What follows belongs to an exercise in optimizing a design on an open flow for small area, a short achievable clock period and few clock cycles per item; a production flow would make more cautious choices. The RTL was checked by simulation tests, not by an equivalence proof against the original design.

[run.sh]
#!/bin/bash
# synth_recipe.tcl (not shown) runs the flow's synth.tcl, then flattens the netlist and writes it again
# the make line also repeats each setting of config.mk as NAME=value (left out here)
make -C /OpenROAD-flow-scripts/flow DESIGN_CONFIG=/design/flow/config.mk WORK_HOME=/design/flow/orfs CLKGATE_MAP_FILE= SYNTH_SCRIPT=/design/flow/synth_recipe.tcl finish
[config.mk]
export PLATFORM = sky130hd
export DESIGN_NAME = SET
export DESIGN_NICKNAME = SET
export VERILOG_FILES = /design/flow/design.v
export SDC_FILE = /design/flow/constraint.sdc
export NUM_CORES = 4
export LEC_CHECK = 0
export CAP_MARGIN = 20
export CORE_MARGIN = 2
export CORE_UTILIZATION = 40
export SLEW_MARGIN = 20
[constraint.sdc]
create_clock -name core_clock -period 8.0 [get_ports {clk}]
set_input_delay 1.6000 -clock core_clock [delete_from_list [all_inputs] [get_ports {clk}]]
set_output_delay 1.6000 -clock core_clock [all_outputs]
set_load 0.01 [all_outputs]
[design.v]
module SET (rst,clk,en,central,radius,mode,busy,valid,candidate);
    input   rst;
    input   clk;
    input   en;
    input   [23:0]central;
    input   [11:0]radius;
    input   [1:0]mode;
    output    busy;
    output    valid;
    output   [7:0]candidate;
    reg valid_d1;
    wire read_done;
    reg en_d1;
    wire cal_done;
    reg [8:0]ANS;
    wire [8:0]site;
    reg [2:0]circle;
    wire[3:0] ax,ay,bx,by,cx,cy,ar,br,cr;
    reg [1:0]counter_pic;
    reg [3:0]counter_x;
    reg [3:0]counter_y;
    reg [2:0]next_state;
    reg [2:0]cur_state;
    parameter IDLE=4'd0,READ=4'd1,CALCULATE=4'd2,ADDPIC=4'd3,CALANS=4'd4,ADDSITE=4'd5,OUTPUT=4'd6;
always @(posedge clk or posedge rst) begin
    if(rst)
        cur_state<=IDLE;
    else
        cur_state<=next_state;
end
always @(posedge clk) begin
    en_d1<=en;
end
assign read_done=((~en)&&(en_d1));
always @(*) begin
    case (cur_state)
        IDLE:begin
                next_state=READ;
        end
        READ:begin
            if(read_done) 
                next_state=CALCULATE;
            else
                next_state=READ;
        end
        CALCULATE:begin
            next_state=ADDPIC;
        end
        ADDPIC:begin
            if(counter_pic==2)
                next_state=CALANS;
            else
                next_state=CALCULATE;
        end
        CALANS:begin
            next_state=ADDSITE;
        end
        ADDSITE:begin
            if(cal_done)
                next_state=OUTPUT;
            else
                next_state=CALCULATE;
        end
        OUTPUT:begin
                next_state=READ;
        end
        default: next_state=IDLE;
    endcase
end
assign ax=central[23:20];
assign ay=central[19:16];
assign bx=central[15:12];
assign by=central[11:8];
assign cx=central[7:4];
assign cy=central[3:0];
assign ar=radius[11:8];
assign br=radius[7:4];
assign cr=radius[3:0];
assign busy=(~((cur_state==IDLE)||(cur_state==READ)));
assign valid=(cur_state==OUTPUT);
assign candidate=(cur_state==OUTPUT)?ANS:8'd0;
assign cal_done=((counter_y==8)&&(counter_x==8));
always @(posedge clk) begin     
    case (cur_state)
        READ:ANS=0;
        CALANS:begin
            case(mode)
                0:begin
                    ANS=ANS+circle[0];
                end
                1:begin
                    ANS=ANS+(circle[0]&circle[1]);
                end
                2:begin
                    ANS=ANS+(circle[0]^circle[1]);
                end
                3:begin
                    ANS=ANS+((circle[0]&circle[1])+(circle[0]&circle[2])+(circle[2]&circle[1])-3*(circle[2]&(circle[0]&circle[1])));
                end
            endcase
        end
    endcase
end
always @(posedge clk or posedge rst) begin
    if(rst)
        counter_pic<=0;
    else if (cur_state==ADDPIC)begin
        if(counter_pic==2)
            counter_pic<=0;
        else    
            counter_pic<=counter_pic+1;
        end
end
assign site=counter_x+counter_y*8;
 always @(posedge clk) begin
     if(cur_state==CALCULATE)begin
         case(counter_pic)
         0:circle[0]=dot_compare(counter_x,counter_y,ar,ax,ay);
		 1:circle[1]=dot_compare(counter_x,counter_y,br,bx,by);
		 2:circle[2]=dot_compare(counter_x,counter_y,cr,cx,cy);
         default:circle=circle;
        endcase
     end
     else begin
         circle=circle;
     end
 end
always @(posedge clk) begin
    if (cur_state==READ) counter_x<=1;
        else if((counter_x==8)&&(cur_state==ADDSITE))
                    counter_x<=1;
                else if(cur_state==ADDSITE)
                    counter_x<=counter_x+1;
end
always @(posedge clk) begin
    if(cur_state==READ)
        counter_y<=1;
    else if((counter_x==8)&&(cur_state==ADDSITE))
        counter_y<=counter_y+1;
end
function dot_compare;
    input [3:0] X,Y,radius ;
    input [3:0] central_x,central_y;
    reg  [4:0] XD,YD;
    reg  [9:0] squ_x,squ_y;
    reg [9:0] squ_r;
    begin
        XD=(central_x>X)?(central_x-X):(X-central_x);
        YD=(central_y>Y)?(central_y-Y):(Y-central_y);
        squ_x=XD*XD;
        squ_y=YD*YD;
        squ_r=radius*radius;
        dot_compare=(squ_r>=(squ_x+squ_y));
    end
endfunction
endmodule
==> results of run 1 <==
==> timing repair <==
item,4_1_cts,5_1_grt
gates resized for setup,7,72
setup buffers,0,8
pin swaps,1,36
endpoints found under the setup margin,2,3
==> per-layer routing <==
metal | GRT usage | up-vias | wire [um]
li1 | - | 3472 | -
met1 | 0.238 | 3133 | 8820
met4 | 0.0197 | 0 | 227
met2 | 0.279 | 76 | 8140
met5 | 0 | - | 0
met3 | 0.0140 | 14 | 467
==> cell families after synthesis <==
kind of cell               count (synthesis)  share of synthesized area
and+or+nand+nor                          254                      0.154
adders and majority gates                254                      0.462
xor gates and xnor gates                  58                     0.0672
AOI/OAI and AO/OA                        152                      0.117
DFF                                       25                     0.0778
buffers and inverters                    195                     0.0908
muxes                                     25                     0.0312
==> worst max-delay path: cells and delay by family <==
kind | cells | cell delay (ns)
AO/OA/AOI/OAI | 6 | 0.69
XOR/XNOR | 1 | 0.16
adder cells (fa/ha/maj) | 8 | 3.41
buffers and inverters | 7 | 0.92
multiplexers | 1 | 0.21
AND/OR/NAND/NOR | 5 | 0.74
==> cell usage after synthesis, types with 7 or more instances <==
cell type and count:
nand3_1 11, nand2b_1 12, a21oi_1 45, edfxtp_1 11
o21ai_0 36, xor2_1 18, dfxtp_1 9, nor2_1 97
a211oi_1 12, a21o_1 14, mux2i_1 21, o21a_1 10
nor3_1 19, nand2_1 33, and2_1 23, nor2b_1 27
nand4_1 7, ha_1 175, xnor2_1 37, inv_1 187
fa_1 79
==> final cells by class <==
| type | count | share of cell area |
|---|---|---|
| well taps | 270 | 0.0332 |
| clock inverters | 1 | 0.000737 |
| clock buffers | 3 | 0.00737 |
| flip-flops and latches | 25 | 0.0624 |
| repair buffers | 157 | 0.131 |
| multi-input cells | 743 | 0.697 |
| inverters | 188 | 0.0693 |
==> worst paths after layout <==
path | end | slack, ns | depth (start not counted)
max | circle[2] | 0.28 | 28
min | counter_pic[1] | 0.57 | 2
max reg2reg | circle[2] | 0.74 | 26
min reg2reg | counter_pic[1] | 0.57 | 2
max in group asynchronous | cur_state[2] | 6.20 | 2
min in group asynchronous | counter_pic[0] | 1.59 | 2
==> flip-flops by register name, indices dropped and copies added (netlist names) <==
register,count
circle,3
en_d1,1
cur_state,3
ANS,8
counter_y,4
counter_x,4
counter_pic,2
==> per-stage QoR <==
| stage | cells | utilization | setup WS [ns] | instance area, um2 |
|---|---|---|---|---|
| 3_5_place_dp | 1375 | 0.483 | -0.720 | 9710 |
| 2_1_floorplan | 963 | - | 0.306 | 8170 |
| 6_report | 1387 | 0.507 | 0.281 | 10200 |
| 4_1_cts | 1379 | 0.489 | -0.0332 | 9820 |
| 5_1_grt | 1387 | 0.507 | -0.0179 | 10200 |
| 3_3_place_gp | 1375 | 0.483 | -0.582 | 9710 |
==> flow_summary.toml, run 1 <==
[global_route]
grt_pass1_vias = 6628
grt_util_all_layers = 0.165
antenna_found_initial = 0
grt_max_degree = 17
overflow = 0
grt_pass1_wl_mm = 30.0

[sta]
whs_ns = 0.566
slew_viol_final = 0
fin_crit_sh = 0.965
fin_worst_skew_ns = 0.00428
final_hold_viol_count = 0
max_freq_mhz = 130
setup_viol = 0
setup_tns_ns = 0
tightest_slew_ns = 0.822
slew_headroom = 0.451
finalCriticalPeriod_ns = 7.72

[cells_and_area]
drive_gt1_frac = 0.164
final_cell_mix = "184 x inv_1, 160 x ha_1, 106 x buf_4, 95 x nor2_1, 77 x fa_1"
layout_commonest_cell = "inv_1"
fillers = 1905
regArea_um2 = 636
syn_to_final_growth_pct = 24.8
multi_input_area_um2 = 7100
num_antenna_cells = 0
nNetsFinal = 1413

[worst_setup_path]
setup.worst_path.start = "central[7]"
crit_path_frequent_cell = "inv_1"
critPathArrivalTime_ns = 7.73
worstSetupPathType = "primary input to flop"
endpoint_kind = "flop"
slowest_stage = "clkdlybuf4s50_1"
cp_max_fo = 3
crit_path_max_incr_delay_ns = 0.53
crit-reg2reg-launch = "counter_y[1]"
critPathRequiredTime_ns = 8.01
cp-start-kind = "primary input"

[detailed_routing]
drc_errors = 0
first_pass_iters = 5
ant_nets = 0
routed_wl_mm = 17.7
detailroute.via_count = 6695
drtIter0Drc = 215
vias_per_cell = 4.83
wl_per_cell_um = 12.7

[cts]
cts_made_buffers = 3
cts_tree = "yes"
clock_sinks = 25
path_clk_slew_ns = 0.07
clock_path_buffers = 2
cts-hold-fix-buffers = 0
clock-root-buffer = "clkbuf_16"
h-tree-depth = 1
worstSkewPairLatency_ns = 0.26

[floorplan]
die_area_um2 = 21600
rows = 52
die_w_um = 147
io_pins = 51
core_area_um2 = 20100
start_util = 0.406
die_h_um = 147

[logic_synthesis]
yosysWarnings = 1
synthCells = 963
synth_flop_cell = "edfxtp_1"
synthArstFlopShare = 0.200
synth_nets = 1258
synth_top_area_frac = 0.268
syn-cell-area_um2 = 8170
synth_area_leaders = "ha_1 27%, fa_1 19%, inv_1 8.6%, nor2_1 4.5%, edfxtp_1 4.0%"
seq_area_frac_synth = 0.0778
yosysTopAreaCell = "ha_1"
synth_edf_count = 11
ys_types = 61
avgSynthCellArea_um2 = 8.48
ys_ff_latch = 25

[placed_design]
place.gp.congestion = 0.838
portBuffers = 50
dp_hpwl_mm = 15.2

[job]
maxCapViolations = 0

[status]
status = "timing/DRC/antenna clean"

[hold_path]
hold_class = "flop to flop"
holdCritStartpoint = "counter_pic[1]"
Testbench counts, summed over its fixed seeds: cycles 131,840, items 256.
==> run 2, diff against run 1 <==
==> design.v (replaced) <==
module SET (rst,clk,en,central,radius,mode,busy,valid,candidate);
    input   rst;
    input   clk;
    input   en;
    input   [23:0]central;
    input   [11:0]radius;
    input   [1:0]mode;
    output    busy;
    output    valid;
    output   [7:0]candidate;
    reg  [2:0] ph;
    reg        first;      
    reg        valid_r;
    reg [15:0] hit;        
    reg  [5:0] acc;        
    always @(posedge clk or posedge rst) begin
        if (rst) begin
            ph      <= 3'd0;
            valid_r <= 1'b0;
        end else begin
            if (en)
                ph <= 3'd1;
            else if (ph == 3'd4)
                ph <= 3'd0;
            else if (ph != 3'd0)
                ph <= ph + 3'd1;
            valid_r <= (ph == 3'd3);
        end
    end
    assign busy  = (ph != 3'd0);
    assign valid = valid_r;
    wire [11:0] pa = {central[23:16], radius[11:8]};
    wire [11:0] pb = (mode == 2'd0) ? pa : {central[15:8], radius[7:4]};
    wire [11:0] pc = (mode == 2'd3) ? {central[7:0], radius[3:0]} :
                     (mode == 2'd2) ? {4'd4, 4'd4, 4'd15} : {4'd15, 4'd15, 4'd0};
    function [79:0] prof;
        input [3:0] r;
        begin
            case (r)
                4'd0: prof = 80'h84210842108421084200;
                4'd1: prof = 80'h84210842108421084001;
                4'd2: prof = 80'h84210842108421080022;
                4'd3: prof = 80'h84210842108421000843;
                4'd4: prof = 80'h84210842108420010c64;
                4'd5: prof = 80'h84210842108400321085;
                4'd6: prof = 80'h842108421080064294a6;
                4'd7: prof = 80'h842108421000c85318c7;
                4'd8: prof = 80'h8421084200194c639ce8;
                4'd9: prof = 80'h8421084004298e842109;
                4'd10: prof = 80'h84210800863a1094a52a;
                4'd11: prof = 80'h84210010c74252a5294b;
                4'd12: prof = 80'h84200218e84a94b5ad6c;
                4'd13: prof = 80'h840053212a52d8c6318d;
                4'd14: prof = 80'h800a74254b631ad6b5ae;
                4'd15: prof = 80'h014e952d8c6b5ce739cf;
            endcase
        end
    endfunction
    function [3:0] absdiff;
        input [3:0] p, q;
        begin
            absdiff = (p > q) ? (p - q) : (q - p);
        end
    endfunction
    function [7:0] rowmask;
        input [11:0] p;
        input [79:0] pr;
        input [3:0] y;
        reg [4:0] w;
        reg [5:0] lo, hi;
        integer x;
        begin
            w  = pr[5 * absdiff(p[7:4], y) +: 5];
            lo = {2'b00, p[11:8]} - {2'b00, w[3:0]};    
            hi = {2'b00, p[11:8]} + {2'b00, w[3:0]};
            for (x = 1; x <= 8; x = x + 1)
                rowmask[x-1] = ~w[4] & (lo[5] | (lo[4:0] <= x)) & (hi >= x);
        end
    endfunction
    wire [79:0] pra = prof(pa[3:0]);
    wire [79:0] prb = prof(pb[3:0]);
    wire [79:0] prc = prof(pc[3:0]);
    wire [3:0]  y1  = {ph[1:0], 1'b1};
    wire [3:0]  y2  = {ph[1:0], 1'b0} + 4'd2;
    wire [7:0]  a1 = rowmask(pa, pra, y1), b1 = rowmask(pb, prb, y1), c1 = rowmask(pc, prc, y1);
    wire [7:0]  a2 = rowmask(pa, pra, y2), b2 = rowmask(pb, prb, y2), c2 = rowmask(pc, prc, y2);
    wire [15:0] two = {(a2 & b2 & ~c2) | (a2 & ~b2 & c2) | (~a2 & b2 & c2),
                       (a1 & b1 & ~c1) | (a1 & ~b1 & c1) | (~a1 & b1 & c1)};
    always @(posedge clk) begin
        hit   <= two;
        first <= (ph == 3'd0);
    end
    reg [4:0] n;
    integer i;
    always @(*) begin
        n = 5'd0;
        for (i = 0; i < 16; i = i + 1)
            n = n + hit[i];
    end
    wire [6:0] sum = {1'b0, n} + {1'b0, (first ? 6'd0 : acc)};
    always @(posedge clk)
        acc <= sum[5:0];
    assign candidate = {1'b0, sum};
endmodule
==> run 2 against run 1 <==
Sequential cell count up 2. Routed wire length up 100%. Global-route usage up 8.2 points. Cell count up 40%. Synthesized cell count up 67%. Hold slack better by 0.0092 ns. Register-to-register slack better by 0.27 ns. Via count up 78%. Clock-buffer cell count unchanged. Fmax up 3.6%. Largest cell class unchanged.
==> flow_summary.toml, run 2 <==
[sta]
slew_headroom = 0.255
final_hold_viol_count = 0
fin_crit_sh = 0.931
rsz0062_at_grt = "no"
whs_ns = 0.575
setup_viol = 0
fin_worst_skew_ns = 0.0111
tightest_slew_ns = 1.11
max_freq_mhz = 134
slew_viol_final = 0
setup_tns_ns = 0
finalCriticalPeriod_ns = 7.45

[cells_and_area]
layout_commonest_cell = "nand2_1"
final_cell_mix = "197 x nand2_1, 156 x nor2_1, 138 x o21ai_0, 125 x a21oi_1, 121 x ha_1"
drive_gt1_frac = 0.0673
final_area_um2 = 11900
fillers = 2782
num_antenna_cells = 0
syn_to_final_growth_pct = 8.18
largest_register_ffs = 16
nNetsFinal = 1804
final_cell_count_no_fill = 1945

[logic_synthesis]
synth_area_leaders = "ha_1 14%, fa_1 6.7%, nand2_1 6.7%, o21ai_0 6.3%, a21oi_1 5.7%"
synth_common_cells = "197 x nand2_1, 156 x nor2_1, 138 x o21ai_0, 125 x a21oi_1, 121 x ha_1"
avgSynthCellArea_um2 = 6.81
ys_ff_latch = 27
yosysWarnings = 1
syn-cell-area_um2 = 11000
seq_area_frac_synth = 0.0510
ys_types = 99
synthArstFlopShare = 0.148
synthCells = 1612
yosysMostFrequentCell = "nand2_1"
synth_flop_cell = "dfxtp_1"
synth_nets = 1811
yosysTopAreaCell = "ha_1"
synth_top_area_frac = 0.138
synth_edf_count = 0

[floorplan]
rows = 60
die_w_um = 170
die_h_um = 170
io_pins = 51
core_area_um2 = 27000
start_util = 0.408
die_area_um2 = 28800

[cts]
cts_tree = "yes"
worstSkewPairLatency_ns = 0.27
clock_sinks = 27
cts_made_buffers = 3
clock-root-buffer = "clkbuf_16"
cts-hold-fix-buffers = 0
path_clk_slew_ns = 0.07
h-tree-depth = 1
clock_path_buffers = 2

[worst_setup_path]
critPathArrivalTime_ns = 7.61
critPathRequiredTime_ns = 8.16
r2r_slack_ns = 1.01
worstSetupPathType = "primary input to flop"
endpoint_kind = "flop"
cp-start-kind = "primary input"
cp_max_fo = 20
r2r_end = "hit[14]"
crit-reg2reg-launch = "ph[0]"
setup.worst_path.start = "mode[1]"
rr_worst_depth = 22

[placed_design]
place_area_um2 = 11800
dp_hpwl_mm = 28.0
portBuffers = 49
placed_cells = 1941
place.gp.congestion = 0.965

[detailed_routing]
wl_met2_mm = 16.2
drc_errors = 0
wl_met1_mm = 16.8
drtIter0Drc = 1312
route.met3.wl_mm = 2.42
wl_per_cell_um = 18.6
first_pass_iters = 7
highest_layer = "met4"
vias_per_cell = 6.14
ant_nets = 0
routed_wl_mm = 36.1
detailroute.via_count = 11900

[global_route]
grt_pass1_vias = 10900
grt_max_degree = 47
overflow = 0
grt_pass1_wl_mm = 58.6
antenna_found_initial = 0
grt_util_all_layers = 0.247

[job]
maxCapViolations = 0

[hold_path]
holdPathEnd = "ph[1]"
hold_class = "flop to flop"
holdCritStartpoint = "ph[2]"
min_path_cells = 3

[status]
status = "timing/DRC/antenna clean"
## run 2: cell count changes in the layout (fill, tap and decap cells not counted), sizes merged, moves of 26 or more
cell | previous run | this run
nor2 | 97 | 157
buf | 107 | 42
o211ai | 2 | 29
o21ai | 40 | 143
ha | 175 | 121
a21oi | 46 | 126
inv | 188 | 86
nand2 | 33 | 198
fa | 79 | 37
nand3 | 11 | 52
nor3 | 20 | 46
## run 2: critical path, cell delays in order
cell and delay [ns]:
clkdlybuf4s50_1 0.64, or2_1 0.39, o21ai_0 0.34, ha_1 0.34, nor2b_1 0.14, o21ai_0 0.24, nand2_1 0.20, mux2_2 0.56
nand2_1 0.22, nand2_1 0.10, o21ai_0 0.07, a311oi_1 0.27, a311o_1 0.23, o311ai_0 0.31, ha_1 0.42, nor2_1 0.05
nor2_1 0.08, nor2_1 0.05, nor2_1 0.13, xor2_1 0.34, nand2_1 0.11, o21ai_0 0.35, nor2_1 0.09, xnor2_1 0.15
a21o_1 0.17
## run 2: per-stage QoR
stage / setup slack [ns] / util
detailed placement: 0.299 / 0.438
floorplan: 0.911 / -
global placement: 0.429 / 0.438
global route: 0.0913 / 0.441
finish: 0.549 / 0.441
CTS: 0.566 / 0.441
## run 2: kinds of logic (layout without fill, tap and decap cells)
group	after synthesis	after routing	share of synthesized area
fa+ha+maj	163	163	0.210
other cells	1	1	0.000341
simple gates	579	579	0.244
xor+xnor	52	52	0.0415
buf+inv	188	180	0.0678
flops	27	27	0.0510
compound gates	540	540	0.322
mux	62	62	0.0636
## run 2: cell type report
class,count,area (um2),share of cell area
Multi-Input combinational cell,1397,9690,0.815
Clock buffer,3,75.1,0.00632
Tap cell,341,427,0.0359
Clock inverter,1,6.26,0.000527
Inverter,85,319,0.0269
Timing Repair Buffer,91,806,0.0678
Sequential cell,27,561,0.0472
## run 2: layer usage
metal / GRT usage / up-vias
li1: - / 5814
met1: 0.360 / 5547
met2: 0.402 / 513
met3: 0.0201 / 64
met4: 0.0461 / 0
met5: 0 / -
## run 2: timing repair
action / CTS / global route
buffers inserted: 0 / 0
endpoints found under the hold margin: 0 / 0
setup endpoints to repair: 0 / 1
gates resized for setup: 0 / 1
## run 2: worst max-delay path by stage
| stage | end |
|---|---|
| after floorplan | hit[8] |
| after global placement | hit[10] |
| after CTS | hit[10] |
| final | hit[7] |
| after global routing | hit[5] |
| after detailed placement | hit[10] |
Testbench counts of run 2, summed over its fixed seeds: cycles 1,280, items 256.
==> run 3, diff against run 2 <==
--- a/config.mk
+++ b/config.mk
@@ -5,7 +5,9 @@
 export SDC_FILE = /design/flow/constraint.sdc
 export NUM_CORES = 4
 export LEC_CHECK = 0
+export ABC_CLOCK_PERIOD_IN_PS = 4000
 export CAP_MARGIN = 20
 export CORE_MARGIN = 2
 export CORE_UTILIZATION = 40
+export SETUP_SLACK_MARGIN = 4
 export SLEW_MARGIN = 20
==> run 3 against run 2 <==
Setup slack better by 1.5 ns. Synthesized cell count unchanged. Synthesized area unchanged. Sequential share of layout area decreased by 1.2 points. Largest cell class unchanged. Highest routed layer unchanged.
==> flow_summary.toml, run 3 <==
[status]
status = "timing/DRC/antenna clean"

[hold_path]
hold_class = "flop to flop"

[worst_setup_path]
critPathArrivalTime_ns = 6.17
critPathRequiredTime_ns = 8.19
endpoint_kind = "flop"
cp-start-kind = "primary input"
crit_path_max_incr_delay_ns = 0.39
crit_family = "simple AND/OR/NAND/NOR gates"
worstSetupPathType = "primary input to flop"
crit_buf_inv = 7
slowest_stage = "nor4_4"
cp_max_fo = 6

[logic_synthesis]
synth_area_leaders = "ha_1 14%, fa_1 6.7%, nand2_1 6.7%, o21ai_0 6.3%, a21oi_1 5.7%"
synthArstFlopShare = 0.148
seq_area_frac_synth = 0.0510
synth_common_cells = "197 x nand2_1, 156 x nor2_1, 138 x o21ai_0, 125 x a21oi_1, 121 x ha_1"
synth_edf_count = 0
synth_top_area_frac = 0.138
synthCells = 1612
syn-cell-area_um2 = 11000
ys_types = 99
synth_nets = 1811
avgSynthCellArea_um2 = 6.81
yosysWarnings = 1
synth_flop_cell = "dfxtp_1"
yosysMostFrequentCell = "nand2_1"
yosysTopAreaCell = "ha_1"
ys_ff_latch = 27

[global_route]
grt_util_all_layers = 0.278
antenna_found_initial = 1
grt_max_degree = 47
grt_pass1_wl_mm = 65.6
grt_pass1_vias = 12400
overflow = 0

[cts]
cts_tree = "yes"
path_clk_slew_ns = 0.09
worstSkewPairLatency_ns = 0.28
clock_sinks = 27
h-tree-depth = 1
clock-root-buffer = "clkbuf_16"
cts_made_buffers = 3
clock_path_buffers = 2

[cells_and_area]
multi_input_area_um2 = 11700
regArea_um2 = 562
nNetsFinal = 2030
fillers = 2382
num_antenna_cells = 0
post-route-util = 0.594
largest_register_ffs = 16
drive_gt1_frac = 0.368
syn_to_final_growth_pct = 45.8
final_cell_mix = "218 x buf_4, 177 x nand2_1, 131 x nor2_1, 106 x a21oi_1, 85 x o21ai_0"
layout_commonest_cell = "buf_4"

[sta]
rsz0062_at_grt = "yes"
slew_headroom = 0.461
setup_viol = 0
final_hold_viol_count = 0
fin_worst_skew_ns = 0.0119
fin_crit_sh = 0.748
tightest_slew_ns = 0.793
setup_tns_ns = 0
setup_ws_ns = 2.02
finalCriticalPeriod_ns = 5.98
slew_viol_final = 0
max_freq_mhz = 167

[placed_design]
portBuffers = 49
dp_hpwl_mm = 28.3
place_ws_ns = 0.416
place.gp.congestion = 0.946

[floorplan]
core_area_um2 = 27000
start_util = 0.408
io_pins = 51
die_h_um = 170
die_w_um = 170
rows = 60
die_area_um2 = 28800

[detailed_routing]
drtIter0Drc = 1756
wl_per_cell_um = 20.2
first_pass_iters = 6
vias_per_cell = 6.28
ant_nets = 0
routed_wl_mm = 43.9
detailroute.via_count = 13600
drc_errors = 0

[job]
maxCapViolations = 0
run 3: changes by cell type in the layout (fill, tap and decap cells not counted), sizes merged, moves of 2 or more:
cell and delta:
buf +230, clkdlybuf4s50 -25, clkinvlp +10, inv -10, clkbuf +6, dlygate4sd2 +6
clkdlybuf4s15 +3, mux2 +2
run 3: what timing repair did:
action                                  4_1_cts  5_1_grt
resized for setup                           339      177
buffers inserted                            127       92
gates cloned                                  6        5
hold buffers                                  0        0
endpoints found under the setup margin       23       23
pin swaps                                   142      137
run 3: worst paths after layout:
path	from	endpoint	slack, ns	depth (start not counted)
worst min register to register	ph[2]	ph[1]	0.57	3
worst max register to register	ph[1]	hit[10]	2.18	24
worst max-delay path	mode[0]	hit[14]	2.02	27
max in group asynchronous	rst	ph[1]	6.35	2
min in group asynchronous	rst	valid_r	1.50	2
worst min-delay path	ph[2]	ph[1]	0.57	3
run 3: per-layer routing:
layer | vias to the layer above | wire (um) | global-route usage
met3 | 139 | 3590 | 0.0292
met2 | 752 | 20300 | 0.467
li1 | 6289 | - | -
met4 | 0 | 1410 | 0.0691
met1 | 6453 | 18600 | 0.381
met5 | - | 0 | 0
run 3: worst register-to-register path: stages, from the launching register on:
cell and delay (ns):
dfrtp_1 0.47, inv_1 0.42, ha_4 0.34, inv_1 0.31, ha_1 0.32, nor2_2 0.08, or3b_4 0.39, a32oi_4 0.29
buf_6 0.19, xnor2_1 0.12, o22ai_1 0.10, o21ai_0 0.20, o21ai_1 0.13, o21ai_1 0.15, buf_4 0.14, ha_2 0.17
inv_1 0.05, fa_2 0.37, nor3_1 0.20, a21oi_1 0.10, nor4_4 0.39, o21ai_0 0.13, and3_1 0.25, xnor2_1 0.14
o31ai_1 0.28
run 3: layout make-up:
class / instances / share of cell area
multi-input combinational: 1402 / 0.734
timing repair buffer: 312 / 0.176
clock inverter: 1 / 0.000391
sequential: 27 / 0.0351
inverter: 85 / 0.0238
clock buffer: 3 / 0.00469
tap: 341 / 0.0266
run 3: kinds of logic after synthesis:
kind of cell	Yosys count	synth area share
xor+xnor	52	0.0415
mux	62	0.0636
other cells	1	0.000341
fa+ha+maj	163	0.210
compound gates	540	0.322
simple gates	579	0.244
flops	27	0.0510
buf+inv	188	0.0678
run 3: through the flow:
step                instances  area, um2  hold slack, ns
floorplan                1612      11700           0.517
global placement         1937      12200           0.541
detailed placement       1937      12200           0.556
CTS                      2074      14500           0.568
global route             2171      16000           0.589
finish                   2171      16000           0.573
==> run 4, diff against run 3 <==
--- a/config.mk
+++ b/config.mk
@@ -5,9 +5,8 @@
 export SDC_FILE = /design/flow/constraint.sdc
 export NUM_CORES = 4
 export LEC_CHECK = 0
-export ABC_CLOCK_PERIOD_IN_PS = 4000
 export CAP_MARGIN = 20
 export CORE_MARGIN = 2
 export CORE_UTILIZATION = 40
-export SETUP_SLACK_MARGIN = 4
+export SETUP_SLACK_MARGIN = 1
 export SLEW_MARGIN = 20
==> run 4 against run 3 <==
Clock skew shrank 0.0024 ns. Synthesized cell count unchanged. Non-clock buffer count decreased by 212. Core utilization is 14 points lower. Setup slack got worse by 0.87 ns. Cell count shrank 9.9%. Fmax down 13%. Hold slack improved by 0.0098 ns. Global-route usage down 3.4 points. Sequential cell count did not move. Sequential share of layout area grew 1.1 points.
==> flow_summary.toml, run 4 <==
[cts]
cts_made_buffers = 3
clock_path_buffers = 2
cts_tree = "yes"
clock_sinks = 27
h-tree-depth = 1
worstSkewPairLatency_ns = 0.27
clock-root-buffer = "clkbuf_16"
path_clk_slew_ns = 0.08

[placed_design]
dp_hpwl_mm = 27.6
place.gp.congestion = 1.01
placed_cells = 1938
place_ws_ns = 0.313
portBuffers = 49

[cells_and_area]
fillers = 2755
largest_register_ffs = 16
syn_to_final_growth_pct = 10.4
layout_commonest_cell = "nand2_1"
nNetsFinal = 1814
final_cell_count_no_fill = 1955
drive_gt1_frac = 0.0886
num_antenna_cells = 0
final_cell_mix = "195 x nand2_1, 155 x nor2_1, 129 x o21ai_0, 125 x a21oi_1, 119 x ha_1"

[logic_synthesis]
synth_area_leaders = "ha_1 14%, fa_1 6.7%, nand2_1 6.7%, o21ai_0 6.3%, a21oi_1 5.7%"
yosysTopAreaCell = "ha_1"
synthCells = 1612
yosysWarnings = 1
seq_area_frac_synth = 0.0510
syn-cell-area_um2 = 11000
synthArstFlopShare = 0.148
synth_edf_count = 0
synth_common_cells = "197 x nand2_1, 156 x nor2_1, 138 x o21ai_0, 125 x a21oi_1, 121 x ha_1"
ys_ff_latch = 27
ys_types = 99
avgSynthCellArea_um2 = 6.81
synth_flop_cell = "dfxtp_1"
synth_top_area_frac = 0.138
synth_nets = 1811
yosysMostFrequentCell = "nand2_1"

[worst_setup_path]
critPathArrivalTime_ns = 7.03
critPathRequiredTime_ns = 8.18
crit_buf_inv = 3
crit_path_max_incr_delay_ns = 0.56
endpoint_kind = "flop"
crit_chain = "clkdlybuf4s50_1 > or3b_1 > nand2_2 > inv_1 > fa_1 > nor2b_1 > o21ai_0 > nand2_2 > buf_4 > mux2_2 > or3_1 > a21oi_1 > o21ai_0 > o211ai_1 > o21ai_0 > a21o_1 > ha_1 > nor2_1 > or2_2 > o21ai_0 > o22ai_1 > nor2_1 > xnor2_1 > o31ai_1"
cp_max_fo = 10
worstSetupPathType = "primary input to flop"
crit_family = "simple AND/OR/NAND/NOR gates"
cp-start-kind = "primary input"
crit_path_frequent_cell = "o21ai_0"
slowest_stage = "clkdlybuf4s50_1"

[detailed_routing]
ant_nets = 0
detailroute.via_count = 12000
wl_per_cell_um = 18.5
vias_per_cell = 6.14
first_pass_iters = 5
drtIter0Drc = 1255
drc_errors = 0
routed_wl_mm = 36.1

[hold_path]
hold_class = "flop to flop"

[sta]
slew_headroom = 0.314
setup_tns_ns = 0
rsz0062_at_grt = "yes"
setup_ws_ns = 1.15
max_freq_mhz = 146
slew_viol_final = 0
fin_crit_sh = 0.857
final_hold_viol_count = 0
fin_worst_skew_ns = 0.00946
tightest_slew_ns = 1.02
finalCriticalPeriod_ns = 6.85
setup_viol = 0
whs_ns = 0.583

[global_route]
grt_max_degree = 47
antenna_found_initial = 0
overflow = 0
grt_pass1_vias = 10900
grt_util_all_layers = 0.244
grt_pass1_wl_mm = 57.9

[floorplan]
io_pins = 51
start_util = 0.408
die_h_um = 170
rows = 60
die_area_um2 = 28800
core_area_um2 = 27000
die_w_um = 170

[job]
maxCapViolations = 0

[status]
status = "timing/DRC/antenna clean"
run 4: worst paths after layout:
path / start / end / slack, ns / cells after the start
min in group asynchronous: rst / valid_r / 1.56 / 2
hold reg to reg: ph[2] / ph[1] / 0.58 / 3
setup reg to reg: ph[0] / hit[14] / 1.95 / 24
setup / recovery: central[16] / hit[5] / 1.15 / 24
hold / removal: ph[2] / ph[1] / 0.58 / 3
max in group asynchronous: rst / ph[1] / 6.30 / 2
run 4: cell families (layout without fill, tap and decap cells):
family,Yosys count,after routing,share of synthesized area
xor gates and xnor gates,52,52,0.0415
and+or+nand+nor,579,579,0.244
DFF,27,27,0.0510
other,1,1,0.000341
muxes,62,63,0.0636
buffers and inverters,188,189,0.0678
adders and majority gates,163,163,0.210
AOI/OAI and AO/OA,540,540,0.322
run 4: area by class of cell:
type                       instances  area [um2]  area share
multi-input combinational       1398        9840       0.812
timing repair buffer             100         895      0.0738
sequential                        27         561      0.0462
tap                              341         427      0.0352
inverter                          85         319      0.0263
clock buffer                       3        75.1     0.00619
clock inverter                     1        6.26    0.000516
run 4: per-layer routing:
layer | up-vias | part of all wire | track usage
li1 | 5839 | - | -
met1 | 5539 | 0.46 | 0.344
met2 | 548 | 0.45 | 0.402
met3 | 80 | 0.069 | 0.0180
met4 | 0 | 0.026 | 0.0632
met5 | - | 0 | 0
run 4: per-stage QoR:
step / cell area (um2) / utilization
after floorplan: 11000 / -
after global placement: 11800 / 0.437
after detailed placement: 11800 / 0.437
after CTS: 11900 / 0.443
after global routing: 12100 / 0.450
final: 12100 / 0.450
run 4: worst reg2reg max path: stages (launching register included):
cell and delay [ns]:
dfrtp_1 0.36, buf_4 0.20, inv_1 0.42, ha_1 0.44, ha_2 0.44, nor2b_2 0.19, nor2_1 0.08, or3b_1 0.40
a32oi_4 0.33, buf_6 0.21, mux2i_1 0.20, nand2_1 0.07, o21a_1 0.11, o21ai_0 0.18, o21ai_0 0.13, mux2_2 0.28
ha_2 0.41, nor2_1 0.08, nor2_1 0.12, xor2_1 0.15, a32o_1 0.27, nor3_2 0.23, o21ai_1 0.16, or4_1 0.41
mux2i_1 0.14
run 4: timing repair:
item / 4_1_cts / 5_1_grt
gates cloned: 0 / 2
gates resized for setup: 18 / 34
pin swaps: 1 / 3
setup endpoints to repair: 16 / 16
setup buffers: 3 / 7
hold buffers: 0 / 0
==> run 5, diff against run 4 <==
--- a/config.mk
+++ b/config.mk
@@ -5,8 +5,9 @@
 export SDC_FILE = /design/flow/constraint.sdc
 export NUM_CORES = 4
 export LEC_CHECK = 0
+export ABC_CLOCK_PERIOD_IN_PS = 6000
 export CAP_MARGIN = 20
 export CORE_MARGIN = 2
 export CORE_UTILIZATION = 40
-export SETUP_SLACK_MARGIN = 1
+export SETUP_SLACK_MARGIN = 2
 export SLEW_MARGIN = 20
==> run 5 against run 4 <==
Still clean. Global-route usage up 2.1 points. Clock-buffer cell count unchanged. Cell count up 6.8%. Design area up 21%. Clock skew down 0.0014 ns. Hold slack worse by 0.020 ns. Sequential share of layout area down 0.78 points. Largest cell class unchanged.
==> flow_summary.toml, run 5 <==
[sta]
slew_viol_final = 0
slew_headroom = 0.421
tightest_slew_ns = 0.863
final_hold_viol_count = 0
finalCriticalPeriod_ns = 5.95
setup_viol = 0
setup_ws_ns = 2.05
fin_crit_sh = 0.744
rsz0062_at_grt = "yes"
max_freq_mhz = 168
setup_tns_ns = 0
fin_worst_skew_ns = 0.00803

[logic_synthesis]
yosysWarnings = 1
yosysMostFrequentCell = "nand2_1"
synthArstFlopShare = 0.148
ys_types = 99
syn-cell-area_um2 = 11000
yosysTopAreaCell = "ha_1"
synth_common_cells = "197 x nand2_1, 156 x nor2_1, 138 x o21ai_0, 125 x a21oi_1, 121 x ha_1"
synth_nets = 1811
ys_ff_latch = 27
synthCells = 1612
synth_area_leaders = "ha_1 14%, fa_1 6.7%, nand2_1 6.7%, o21ai_0 6.3%, a21oi_1 5.7%"
synth_top_area_frac = 0.138
synth_flop_cell = "dfxtp_1"
synth_edf_count = 0
seq_area_frac_synth = 0.0510
avgSynthCellArea_um2 = 6.81

[worst_setup_path]
crit_path_max_incr_delay_ns = 0.48
critPathRequiredTime_ns = 8.17
cp-start-kind = "primary input"
crit_path_frequent_cell = "buf_12"
slowest_stage = "fa_2"
crit_family = "compound AO/OA/AOI/OAI gates"
critPathArrivalTime_ns = 6.12
worstSetupPathType = "primary input to flop"
endpoint_kind = "flop"
crit_chain = "buf_12 > buf_12 > or3b_4 > nand2_8 > clkinv_8 > buf_12 > ha_2 > a32o_2 > mux2_4 > buf_4 > buf_4 > a211oi_2 > a21oi_1 > a21oi_1 > o21ai_2 > ha_4 > fa_2 > or2_2 > o21a_1 > o22ai_1 > nor2b_1 > xnor2_1 > o21ai_1"
crit_buf_inv = 6
cp_max_fo = 10

[cts]
clock-root-buffer = "clkbuf_16"
cts_tree = "yes"
h-tree-depth = 1
clock_sinks = 27
cts-hold-fix-buffers = 0
worstSkewPairLatency_ns = 0.28
path_clk_slew_ns = 0.08
cts_made_buffers = 3
clock_path_buffers = 2

[floorplan]
rows = 60
io_pins = 51
die_area_um2 = 28800
die_w_um = 170
core_area_um2 = 27000
start_util = 0.408
die_h_um = 170

[global_route]
overflow = 0
grt_util_all_layers = 0.265
antenna_found_initial = 0
grt_max_degree = 44
grt_pass1_wl_mm = 62.1
grt_pass1_vias = 11500

[job]
maxCapViolations = 0

[detailed_routing]
detailroute.via_count = 13000
drc_errors = 0
wl_per_cell_um = 19.6
wl_met1_mm = 17.9
drtIter0Drc = 1640
vias_per_cell = 6.20
highest_layer = "met4"
routed_wl_mm = 40.8
first_pass_iters = 6
route.met3.wl_mm = 3.75
wl_met2_mm = 18.0
ant_nets = 0

[placed_design]
dp_hpwl_mm = 28.4
place_ws_ns = 0.475
place.gp.congestion = 0.959
portBuffers = 49

[cells_and_area]
syn_to_final_growth_pct = 33.4
largest_register_ffs = 16
layout_commonest_cell = "nand2_1"
nNetsFinal = 1947
num_antenna_cells = 0
final_cell_mix = "178 x nand2_1, 149 x buf_4, 148 x nor2_1, 113 x a21oi_1, 95 x o21ai_0"
drive_gt1_frac = 0.281
fillers = 2508

[status]
status = "timing/DRC/antenna clean"

[hold_path]
hold_class = "flop to flop"
## run 5: cell counts after synthesis
No cell type changed its count.
## run 5: area by class of cell
| class | count | area (um2) | area share |
|---|---|---|---|
| Clock buffer | 3 | 75.1 | 0.00513 |
| Clock inverter | 1 | 6.26 | 0.000427 |
| Inverter | 85 | 367 | 0.0250 |
| Multi-Input combinational cell | 1400 | 11100 | 0.755 |
| Sequential cell | 27 | 563 | 0.0384 |
| Tap cell | 341 | 427 | 0.0291 |
| Timing Repair Buffer | 231 | 2160 | 0.147 |
## run 5: cell families after synthesis
logic type,synth area share
and+or+nand+nor,0.244
muxes,0.0636
buffers and inverters,0.0678
DFF,0.0510
AOI/OAI and AO/OA,0.322
xor gates and xnor gates,0.0415
adders and majority gates,0.210
other,0.000341
## run 5: timing repair
item	in CTS	in global routing
setup endpoints to repair	19	21
resized for setup	141	184
pin swaps	28	103
setup buffers	59	74
hold endpoints to repair	0	0
gates cloned	6	6
## run 5: worst paths after layout
path / start / to / slack [ns] / depth (start not counted)
min reg2reg: ph[2] / ph[1] / 0.56 / 3
max in group asynchronous: rst / ph[0] / 6.35 / 2
min: ph[2] / ph[1] / 0.56 / 3
max reg2reg: ph[0] / hit[14] / 2.49 / 21
min in group asynchronous: rst / ph[2] / 1.48 / 2
max: mode[1] / hit[13] / 2.05 / 23
## run 5: through the flow
stage                util  area (um2)  cells  hold WS, ns
global placement    0.452       12200   1939        0.535
CTS                 0.494       13300   2008        0.560
floorplan               -       11600   1612        0.517
finish              0.543       14600   2088        0.563
detailed placement  0.452       12200   1939        0.541
global route        0.543       14600   2088        0.595
## run 5: routing by layer
layer | GRT usage | vias to the layer above
met2 | 0.422 | 683
met1 | 0.376 | 6047
li1 | - | 6115
met4 | 0.0580 | 0
met3 | 0.0406 | 109
met5 | 0 | -
## run 5: worst reg2reg max path: cells and delay by family (launching register included)
kind | cells | cell delay (ns)
compound gates | 7 | 1.66
xor+xnor | 2 | 0.34
fa+ha+maj | 3 | 1.07
buf+inv | 3 | 0.51
flops | 1 | 0.57
mux | 2 | 0.57
simple gates | 4 | 0.71
==> run 6, diff against run 5 <==
--- a/config.mk
+++ b/config.mk
@@ -5,9 +5,9 @@
 export SDC_FILE = /design/flow/constraint.sdc
 export NUM_CORES = 4
 export LEC_CHECK = 0
-export ABC_CLOCK_PERIOD_IN_PS = 6000
 export CAP_MARGIN = 20
 export CORE_MARGIN = 2
-export CORE_UTILIZATION = 40
+export CORE_UTILIZATION = 65
+export PLACE_DENSITY = 0.75
 export SETUP_SLACK_MARGIN = 2
 export SLEW_MARGIN = 20
==> run 6 against run 5 <==
Cell count decreased by 5.5%. First-iteration DRC count increased by 68%. Clock-buffer cell count unchanged. Sequential share of layout area about the same. Sequential cell count unchanged. Hold slack improved by 0.040 ns. Via count increased by 11%. Clock skew increased by 0.0015 ns. Largest cell class unchanged.
==> flow_summary.toml, run 6 <==
[cells_and_area]
nNetsFinal = 1953
layout_commonest_cell = "nand2_1"
syn_to_final_growth_pct = 32.1
largest_register_ffs = 16
fillers = 846
final_area_um2 = 14500
drive_gt1_frac = 0.293
post-route-util = 0.878
final_cell_mix = "181 x nand2_1, 159 x buf_4, 141 x nor2_1, 113 x a21oi_1, 96 x o21ai_0"

[placed_design]
dp_hpwl_mm = 26.9
portBuffers = 49
place_area_um2 = 12000
place_ws_ns = 0.461
place.gp.congestion = 1.04

[detailed_routing]
highest_layer = "met5"
drtIter0Drc = 2748
first_pass_iters = 14
routed_wl_mm = 45.0
vias_per_cell = 7.29
drc_errors = 0
wl_per_cell_um = 22.8
ant_nets = 0
wl_met1_mm = 16.2
detailroute.via_count = 14400
wl_met2_mm = 19.5
route.met3.wl_mm = 6.09

[logic_synthesis]
synthCells = 1612
synth_flop_cell = "dfxtp_1"
yosysMostFrequentCell = "nand2_1"
synth_edf_count = 0
syn-cell-area_um2 = 11000
ys_ff_latch = 27
synth_area_leaders = "ha_1 14%, fa_1 6.7%, nand2_1 6.7%, o21ai_0 6.3%, a21oi_1 5.7%"
yosysWarnings = 1
synth_top_area_frac = 0.138
synth_common_cells = "197 x nand2_1, 156 x nor2_1, 138 x o21ai_0, 125 x a21oi_1, 121 x ha_1"
synth_nets = 1811
avgSynthCellArea_um2 = 6.81
ys_types = 99
seq_area_frac_synth = 0.0510
synthArstFlopShare = 0.148
yosysTopAreaCell = "ha_1"

[hold_path]
hold_class = "flop to flop"

[global_route]
grt_max_degree = 42
antenna_found_initial = 3
overflow = 0
grt_util_all_layers = 0.417
grt_pass1_vias = 12100
grt_pass1_wl_mm = 61.6

[status]
status = "timing/DRC/antenna clean"

[floorplan]
die_h_um = 134
io_pins = 51
core_area_um2 = 16500
start_util = 0.665
rows = 47
die_area_um2 = 18000
die_w_um = 134

[sta]
rsz0062_at_grt = "yes"
fin_worst_skew_ns = 0.00950
whs_ns = 0.603
final_hold_viol_count = 0
fin_crit_sh = 0.827
slew_viol_final = 0
max_freq_mhz = 151
setup_viol = 0
finalCriticalPeriod_ns = 6.61
tightest_slew_ns = 1.12
setup_tns_ns = 0
slew_headroom = 0.252
setup_ws_ns = 1.39

[worst_setup_path]
critPathArrivalTime_ns = 6.79
crit_path_frequent_cell = "ha_4"
cp_max_fo = 7
slowest_stage = "a211oi_1"
critPathRequiredTime_ns = 8.18
cp-start-kind = "primary input"
crit_chain = "buf_12 > or2_4 > buf_8 > o21ai_4 > ha_4 > inv_8 > ha_4 > a32o_2 > mux2i_4 > buf_4 > nor2_1 > a211oi_1 > o31ai_1 > a21o_1 > ha_4 > inv_6 > a21oi_2 > mux2_4 > a22oi_2 > nand2_1 > o21ai_1 > nand3_4 > xor2_1 > a21o_1"
worstSetupPathType = "primary input to flop"
endpoint_kind = "flop"
crit_path_max_incr_delay_ns = 0.82

[job]
maxCapViolations = 0

[cts]
worstSkewPairLatency_ns = 0.28
clock_path_buffers = 2
clock_sinks = 27
clock-root-buffer = "clkbuf_16"
h-tree-depth = 1
cts_tree = "yes"
cts_made_buffers = 3
path_clk_slew_ns = 0.08
## run 6: logic make-up after synthesis
| group | count (synthesis) | synth area share |
|---|---|---|
| simple gates | 579 | 0.244 |
| compound gates | 540 | 0.322 |
| buf+inv | 188 | 0.0678 |
| fa+ha+maj | 163 | 0.210 |
| mux | 62 | 0.0636 |
| xor+xnor | 52 | 0.0415 |
| flops | 27 | 0.0510 |
| other cells | 1 | 0.000341 |
## run 6: area by class of cell
cell class                 count  area [um2]  share of cell area
antenna                        1        2.50            0.000173
clock inverter                 1        6.26            0.000431
sequential                    27         562              0.0387
inverter                      85         379              0.0261
tap                          220         275              0.0190
multi-input combinational   1400       11100               0.765
clock buffer                   3        75.1             0.00518
timing repair buffer         236        2100               0.145
timing repair inverter         1        7.51            0.000518
## run 6: worst paths after layout
check	startpoint	endpoint	slack (ns)	cells past startpoint
min in group asynchronous	rst	valid_r	1.51	2
max in group asynchronous	rst	ph[0]	6.33	2
min	hit[4]	acc[0]	0.60	1
min reg2reg	hit[4]	acc[0]	0.60	1
max	mode[1]	hit[11]	1.39	24
max reg2reg	ph[0]	hit[11]	1.81	22
## run 6: per-stage QoR
| step | instances |
|---|---|
| 6_report | 1974 |
| 5_1_grt | 1973 |
| 4_1_cts | 1867 |
| 3_5_place_dp | 1813 |
| 3_3_place_gp | 1813 |
| 2_1_floorplan | 1612 |
## run 6: critical path: cells and delay by family
family | cells | cell delay, ns
AOI/OAI and AO/OA | 9 | 2.46
buffers and inverters | 5 | 0.66
muxes | 2 | 0.70
adders and majority gates | 3 | 0.67
and+or+nand+nor | 4 | 0.54
xor gates and xnor gates | 1 | 0.16
## run 6: what timing repair did
action                                  in CTS  in global routing
pin swaps                                   21                119
buffers inserted                            46                104
resized for setup                          133                210
gates cloned                                 4                  2
hold buffers                                 0                  0
endpoints found under the setup margin      19                 19
## run 6: metal layers
metal  vias up  track usage
met5         -            0
met2      1356        0.684
met1      6453        0.561
li1       6128            -
met3       448       0.0794
met4         2        0.112
==> run 7, diff against run 6 <==
==> flow/run.sh (new file) <==
#!/bin/bash
# The standard layout, with the port buffers made of plain buffers
# (sky130_fd_sc_hd__buf_4) instead of the default cell.
set -euo pipefail
export BUFFER_PORTS_ARGS="-buffer_cell sky130_fd_sc_hd__buf_4"
bash standard.sh > standard.log 2>&1
==> standard.sh (new file) <==
#!/bin/bash
# synth_recipe.tcl (not shown) runs the flow's synth.tcl, then flattens the netlist and writes it again
# the make line also repeats each setting of config.mk as NAME=value (left out here)
make -C /OpenROAD-flow-scripts/flow DESIGN_CONFIG=/design/flow/config.mk WORK_HOME=/design/flow/orfs CLKGATE_MAP_FILE= SYNTH_SCRIPT=/design/flow/synth_recipe.tcl "${@:-finish}"
--- a/config.mk
+++ b/config.mk
@@ -7,7 +7,6 @@
 export LEC_CHECK = 0
 export CAP_MARGIN = 20
 export CORE_MARGIN = 2
-export CORE_UTILIZATION = 65
-export PLACE_DENSITY = 0.75
-export SETUP_SLACK_MARGIN = 2
+export CORE_UTILIZATION = 40
+export SETUP_SLACK_MARGIN = 1
 export SLEW_MARGIN = 20
removed: run.sh
==> run 7 against run 6 <==
Via count shrank 17%. Critical path type unchanged. Highest routed layer is now met4. Core utilization decreased by 44 points. Cell count fell by 2.2%. First-iteration DRC count is 54% lower. Hold slack worse by 0.050 ns. Routed wire length down 21%. Synthesized area is the same.
==> flow_summary.toml, run 7 <==
[logic_synthesis]
synth_common_cells = "197 x nand2_1, 156 x nor2_1, 138 x o21ai_0, 125 x a21oi_1, 121 x ha_1"
yosysWarnings = 1
synthArstFlopShare = 0.148
ys_ff_latch = 27
seq_area_frac_synth = 0.0510
synthCells = 1612
avgSynthCellArea_um2 = 6.81
yosysMostFrequentCell = "nand2_1"
synth_area_leaders = "ha_1 14%, fa_1 6.7%, nand2_1 6.7%, o21ai_0 6.3%, a21oi_1 5.7%"
synth_nets = 1811
ys_types = 99
synth_top_area_frac = 0.138
synth_edf_count = 0
yosysTopAreaCell = "ha_1"
synth_flop_cell = "dfxtp_1"
syn-cell-area_um2 = 11000

[worst_setup_path]
critPathArrivalTime_ns = 6.81
cp_max_fo = 38
slowest_stage = "or2_2"
crit_family = "simple AND/OR/NAND/NOR gates"
rr_worst_depth = 23
crit_path_max_incr_delay_ns = 0.42
r2r_end = "hit[14]"
crit_path_frequent_cell = "o21ai_0"
crit-reg2reg-launch = "ph[1]"
endpoint_kind = "flop"
worstSetupPathType = "primary input to flop"
crit_buf_inv = 3
r2r_slack_ns = 1.71
critPathRequiredTime_ns = 8.16
cp-start-kind = "primary input"

[cells_and_area]
num_antenna_cells = 0
final_cell_mix = "195 x nand2_1, 156 x nor2_1, 133 x o21ai_0, 125 x a21oi_1, 121 x ha_1"
fillers = 2783
drive_gt1_frac = 0.0994
layout_commonest_cell = "nand2_1"
nNetsFinal = 1790
largest_register_ffs = 16
syn_to_final_growth_pct = 7.55

[placed_design]
place.gp.congestion = 0.955
portBuffers = 49
dp_hpwl_mm = 26.7

[cts]
cts_tree = "yes"
clock-root-buffer = "clkbuf_16"
cts_made_buffers = 3
clock_path_buffers = 2
h-tree-depth = 1
worstSkewPairLatency_ns = 0.27
path_clk_slew_ns = 0.07
clock_sinks = 27
cts-hold-fix-buffers = 0

[global_route]
grt_pass1_vias = 11000
overflow = 0
grt_pass1_wl_mm = 58.1
antenna_found_initial = 0
grt_util_all_layers = 0.243
grt_max_degree = 49

[job]
maxCapViolations = 0

[detailed_routing]
routed_wl_mm = 35.7
vias_per_cell = 6.15
wl_per_cell_um = 18.5
drc_errors = 0
detailroute.via_count = 11900
first_pass_iters = 5
ant_nets = 0
drtIter0Drc = 1251

[sta]
setup_tns_ns = 0
max_freq_mhz = 150
tightest_slew_ns = 1.05
fin_crit_sh = 0.832
whs_ns = 0.552
slew_viol_final = 0
fin_worst_skew_ns = 0.00130
slew_headroom = 0.302
finalCriticalPeriod_ns = 6.66
final_hold_viol_count = 0
setup_viol = 0
rsz0062_at_grt = "no"

[floorplan]
io_pins = 51
start_util = 0.408
die_area_um2 = 28800
core_area_um2 = 27000
rows = 60
die_h_um = 170
die_w_um = 170

[hold_path]
min_path_cells = 3
holdCritStartpoint = "ph[2]"
hold_class = "flop to flop"
holdPathEnd = "ph[1]"

[status]
status = "timing/DRC/antenna clean"
run 7: stage by stage:
| stage | cell area, um2 | worst slack (ns) | instances | utilization |
|---|---|---|---|---|
| after floorplan | 11000 | 1.06 | 1612 | - |
| after global placement | 11500 | 0.686 | 1924 | 0.428 |
| after detailed placement | 11500 | 0.538 | 1924 | 0.428 |
| after CTS | 11700 | 1.03 | 1929 | 0.433 |
| after global routing | 11800 | 0.986 | 1931 | 0.438 |
| final | 11800 | 1.34 | 1931 | 0.438 |
run 7: worst max path at each step:
stage	from	to	slack, ns	cells past startpoint
floorplan	mode[1]	hit[8]	1.06	26
global route	mode[1]	hit[2]	0.99	26
detailed placement	mode[1]	hit[4]	0.54	23
global placement	mode[0]	hit[10]	0.69	22
CTS	mode[1]	hit[8]	1.03	24
finish	mode[1]	hit[2]	1.34	26
run 7: cells by family (layout without fill, tap and decap cells):
| family | Yosys count | after routing | share of synthesized area |
|---|---|---|---|
| muxes | 62 | 63 | 0.0636 |
| buffers and inverters | 188 | 165 | 0.0678 |
| and+or+nand+nor | 579 | 579 | 0.244 |
| xor gates and xnor gates | 52 | 52 | 0.0415 |
| other | 1 | 1 | 0.000341 |
| adders and majority gates | 163 | 163 | 0.210 |
| DFF | 27 | 27 | 0.0510 |
| AOI/OAI and AO/OA | 540 | 540 | 0.322 |
run 7: what timing repair did:
| action | in CTS | in global routing |
|---|---|---|
| buffers inserted | 0 | 2 |
| endpoints found under the setup margin | 15 | 16 |
| gates resized for setup | 9 | 26 |
| cloned | 1 | 0 |
run 7: worst register-to-register path, cell delays in order, from the launching register on:
cell and delay [ns]:
dfrtp_1 0.47, inv_1 0.35, ha_1 0.44, ha_1 0.45
nor2b_1 0.23, nor2_1 0.08, or3b_1 0.37, a32oi_2 0.17
buf_4 0.30, inv_1 0.22, nand2_1 0.20, nand3_1 0.09
a31o_2 0.26, o21ai_1 0.25, ha_1 0.31, o21ba_2 0.24
nor2_1 0.08, nor2_1 0.05, xor2_1 0.19, a32o_1 0.26
nor3_1 0.35, o21ai_0 0.28, or4_1 0.45, mux2i_1 0.15
run 7: layout make-up:
class	count	area (um2)	share of cell area
Multi-Input combinational cell	1398	9820	0.831
Timing Repair Buffer	76	606	0.0513
Sequential cell	27	561	0.0475
Tap cell	341	427	0.0361
Inverter	85	319	0.0270
Clock buffer	3	75.1	0.00636
Clock inverter	1	6.26	0.000530
run 7: metal layers:
metal,GRT usage,wire length (um)
met2,0.391,16000
met1,0.356,16600
met3,0.0191,2380
met4,0.0498,729
met5,0,0
==> run 8, diff against run 7 <==
--- a/config.mk
+++ b/config.mk
@@ -8,5 +8,5 @@
 export CAP_MARGIN = 20
 export CORE_MARGIN = 2
 export CORE_UTILIZATION = 40
-export SETUP_SLACK_MARGIN = 1
+export SETUP_SLACK_MARGIN = 1.5
 export SLEW_MARGIN = 20
==> run 8 against run 7 <==
Non-clock buffer count up 28. Hold slack better by 0.0045 ns. Clock-buffer cell count unchanged. Sequential cell count unchanged. Setup slack better by 0.29 ns. Die area unchanged. Sequential share of layout area down 0.20 points. Via count up 3.1%. Synthesized cell count unchanged. Critical endpoint is now hit[1]. Highest routed layer unchanged.
==> flow_summary.toml, run 8 <==
[status]
status = "timing/DRC/antenna clean"

[cts]
path_clk_slew_ns = 0.06
clock_path_buffers = 2
cts_made_buffers = 3
cts_tree = "yes"
clock-root-buffer = "clkbuf_16"
worstSkewPairLatency_ns = 0.26
cts-hold-fix-buffers = 0
clock_sinks = 27
h-tree-depth = 1

[sta]
final_hold_viol_count = 0
slew_viol_final = 0
finalCriticalPeriod_ns = 6.37
setup_tns_ns = 0
tightest_slew_ns = 0.823
rsz0062_at_grt = "yes"
max_freq_mhz = 157
fin_worst_skew_ns = 0.00763
slew_headroom = 0.448
setup_viol = 0
fin_crit_sh = 0.796

[logic_synthesis]
synth_top_area_frac = 0.138
avgSynthCellArea_um2 = 6.81
synth_flop_cell = "dfxtp_1"
seq_area_frac_synth = 0.0510
synth_nets = 1811
yosysWarnings = 1
ys_ff_latch = 27
synthArstFlopShare = 0.148
synth_edf_count = 0
synth_common_cells = "197 x nand2_1, 156 x nor2_1, 138 x o21ai_0, 125 x a21oi_1, 121 x ha_1"
yosysTopAreaCell = "ha_1"
syn-cell-area_um2 = 11000
synthCells = 1612
yosysMostFrequentCell = "nand2_1"
synth_area_leaders = "ha_1 14%, fa_1 6.7%, nand2_1 6.7%, o21ai_0 6.3%, a21oi_1 5.7%"
ys_types = 99

[worst_setup_path]
crit_end = "hit[1]"
critPathRequiredTime_ns = 8.15
cp-start-kind = "primary input"
r2r_end = "hit[14]"
endpoint_kind = "flop"
cp_max_fo = 29
r2r_slack_ns = 1.99
worstSetupPathType = "primary input to flop"
critPathArrivalTime_ns = 6.52
crit-reg2reg-launch = "ph[0]"
setup.worst_path.start = "mode[1]"
rr_worst_depth = 23

[hold_path]
hold_class = "flop to flop"

[detailed_routing]
drtIter0Drc = 1489
ant_nets = 0
vias_per_cell = 6.24
routed_wl_mm = 36.7
detailroute.via_count = 12200
first_pass_iters = 8
wl_per_cell_um = 18.7
drc_errors = 0

[global_route]
grt_max_degree = 49
grt_util_all_layers = 0.243
grt_pass1_wl_mm = 57.9
grt_pass1_vias = 10900
antenna_found_initial = 0
overflow = 0

[cells_and_area]
multi_input_area_um2 = 10100
largest_register_ffs = 16
regArea_um2 = 561
final_cell_mix = "191 x nand2_1, 155 x nor2_1, 122 x a21oi_1, 122 x o21ai_0, 116 x ha_1"
drive_gt1_frac = 0.146
nNetsFinal = 1821
syn_to_final_growth_pct = 12.4
layout_commonest_cell = "nand2_1"
fillers = 2775
num_antenna_cells = 0

[placed_design]
portBuffers = 49
place.gp.congestion = 0.905
dp_hpwl_mm = 26.8

[job]
maxCapViolations = 0

[floorplan]
die_area_um2 = 28800
start_util = 0.408
die_w_um = 170
die_h_um = 170
core_area_um2 = 27000
io_pins = 51
rows = 60
-- run 8: cells by family after synthesis --
family / share of synthesized area
buffers and inverters: 0.0678
and+or+nand+nor: 0.244
adders and majority gates: 0.210
xor gates and xnor gates: 0.0415
other: 0.000341
muxes: 0.0636
AOI/OAI and AO/OA: 0.322
DFF: 0.0510
-- run 8: layout make-up --
cell class | instances | share of cell area
Sequential cell | 27 | 0.0454
Clock inverter | 1 | 0.000405
Clock buffer | 3 | 0.00608
Tap cell | 341 | 0.0346
Multi-Input combinational cell | 1401 | 0.819
Timing Repair Buffer | 104 | 0.0687
Inverter | 85 | 0.0258
-- run 8: metal layers --
layer / track usage / vias to the layer above / wire, um
li1: - / 5863 / -
met1: 0.345 / 5748 / 16600
met2: 0.403 / 560 / 16700
met3: 0.0177 / 69 / 2540
met4: 0.0539 / 0 / 841
met5: 0 / - / 0
-- run 8: through the flow --
| step | hold slack (ns) | utilization | cells | setup WS (ns) | area [um2] |
|---|---|---|---|---|---|
| 2_1_floorplan | 0.517 | - | 1612 | 1.50 | 11100 |
| 3_3_place_gp | 0.549 | 0.429 | 1920 | 0.624 | 11600 |
| 3_5_place_dp | 0.548 | 0.429 | 1920 | 0.622 | 11600 |
| 4_1_cts | 0.560 | 0.442 | 1936 | 1.51 | 11900 |
| 5_1_grt | 0.577 | 0.458 | 1962 | 1.43 | 12300 |
| 6_report | 0.557 | 0.458 | 1962 | 1.63 | 12300 |
-- run 8: critical path, stage by stage --
cell and delay, ns:
buf_8 0.15, buf_6 0.18, or3b_1 0.42, nand2_2 0.09, inv_1 0.10, fa_1 0.45, nor2b_1 0.12, o21ai_0 0.16
nand2_2 0.19, mux2_4 0.38, buf_4 0.16, mux2i_1 0.11, mux2_2 0.30, o311ai_2 0.41, ha_1 0.33, nor2_1 0.12
nor2_1 0.05, nor2_1 0.08, nor2_1 0.07, xor2_2 0.21, nor2_1 0.19, o21ai_0 0.11, a221o_1 0.37, nand3_1 0.10
o21ai_1 0.06
-- run 8: timing repair --
action	4_1_cts	5_1_grt
setup endpoints to repair	16	16
setup buffers	11	23
pin swaps	2	15
resized for setup	36	57
gates cloned	1	3
-- run 8: how the worst min path moves through the flow --
stage	endpoint	slack, ns	from	cells past startpoint
after floorplan	ph[1]	0.52	ph[2]	3
after CTS	acc[0]	0.56	hit[4]	1
after detailed placement	acc[0]	0.55	hit[4]	1
after global routing	acc[0]	0.58	hit[4]	1
after global placement	ph[1]	0.55	ph[2]	3
final	acc[0]	0.56	hit[4]	1

## static timing again, ports no longer ideal
Ports are ideal in the flow. The routed layouts listed here were re-timed in OpenROAD.
Step 1: set_driving_cell puts a clkbuf_16 on clk and a buf_2 on each other input, an assumption about the parent block.
Step 2 moves the port delays by t, midway between the first and last clock arrival at a register: inputs arrive t later, outputs are due t later. That takes back most of the time a late clock gives input paths.
Slacks: no drivers / after step 1 / after step 2; pairs: no drivers / after step 1.
| run | t (ns) | slack for setup (ns) | worst setup path at the end | slew at the worst register clock pin (ns) |
|---|---|---|---|---|
| run 1 | 0.295 | 0.281 / 0.291 / -0.004 | input to register | 0.07 / 0.07 |
| run 2 | 0.297 | 0.549 / 0.553 / 0.255 | input to register | 0.08 / 0.08 |
| run 3 | 0.320 | 2.018 / 1.978 / 1.658 | input to register | 0.09 / 0.09 |
| run 4 | 0.297 | 1.145 / 1.147 / 0.849 | input to register | 0.08 / 0.08 |
| run 5 | 0.321 | 2.046 / 2.038 / 1.717 | input to register | 0.08 / 0.08 |
| run 6 | 0.316 | 1.385 / 1.382 / 1.066 | input to register | 0.08 / 0.08 |
| run 7 | 0.298 | 1.341 / 1.336 / 1.038 | input to register | 0.07 / 0.07 |
| run 8 | 0.293 | 1.635 / 1.630 / 1.337 | input to register | 0.07 / 0.07 |
With both steps, setup timing fails in run 1, where it was met with ideal ports. The setup slack of run 3, which loses most, moves by -0.040 ns with the drivers and by -0.360 ns with both steps.
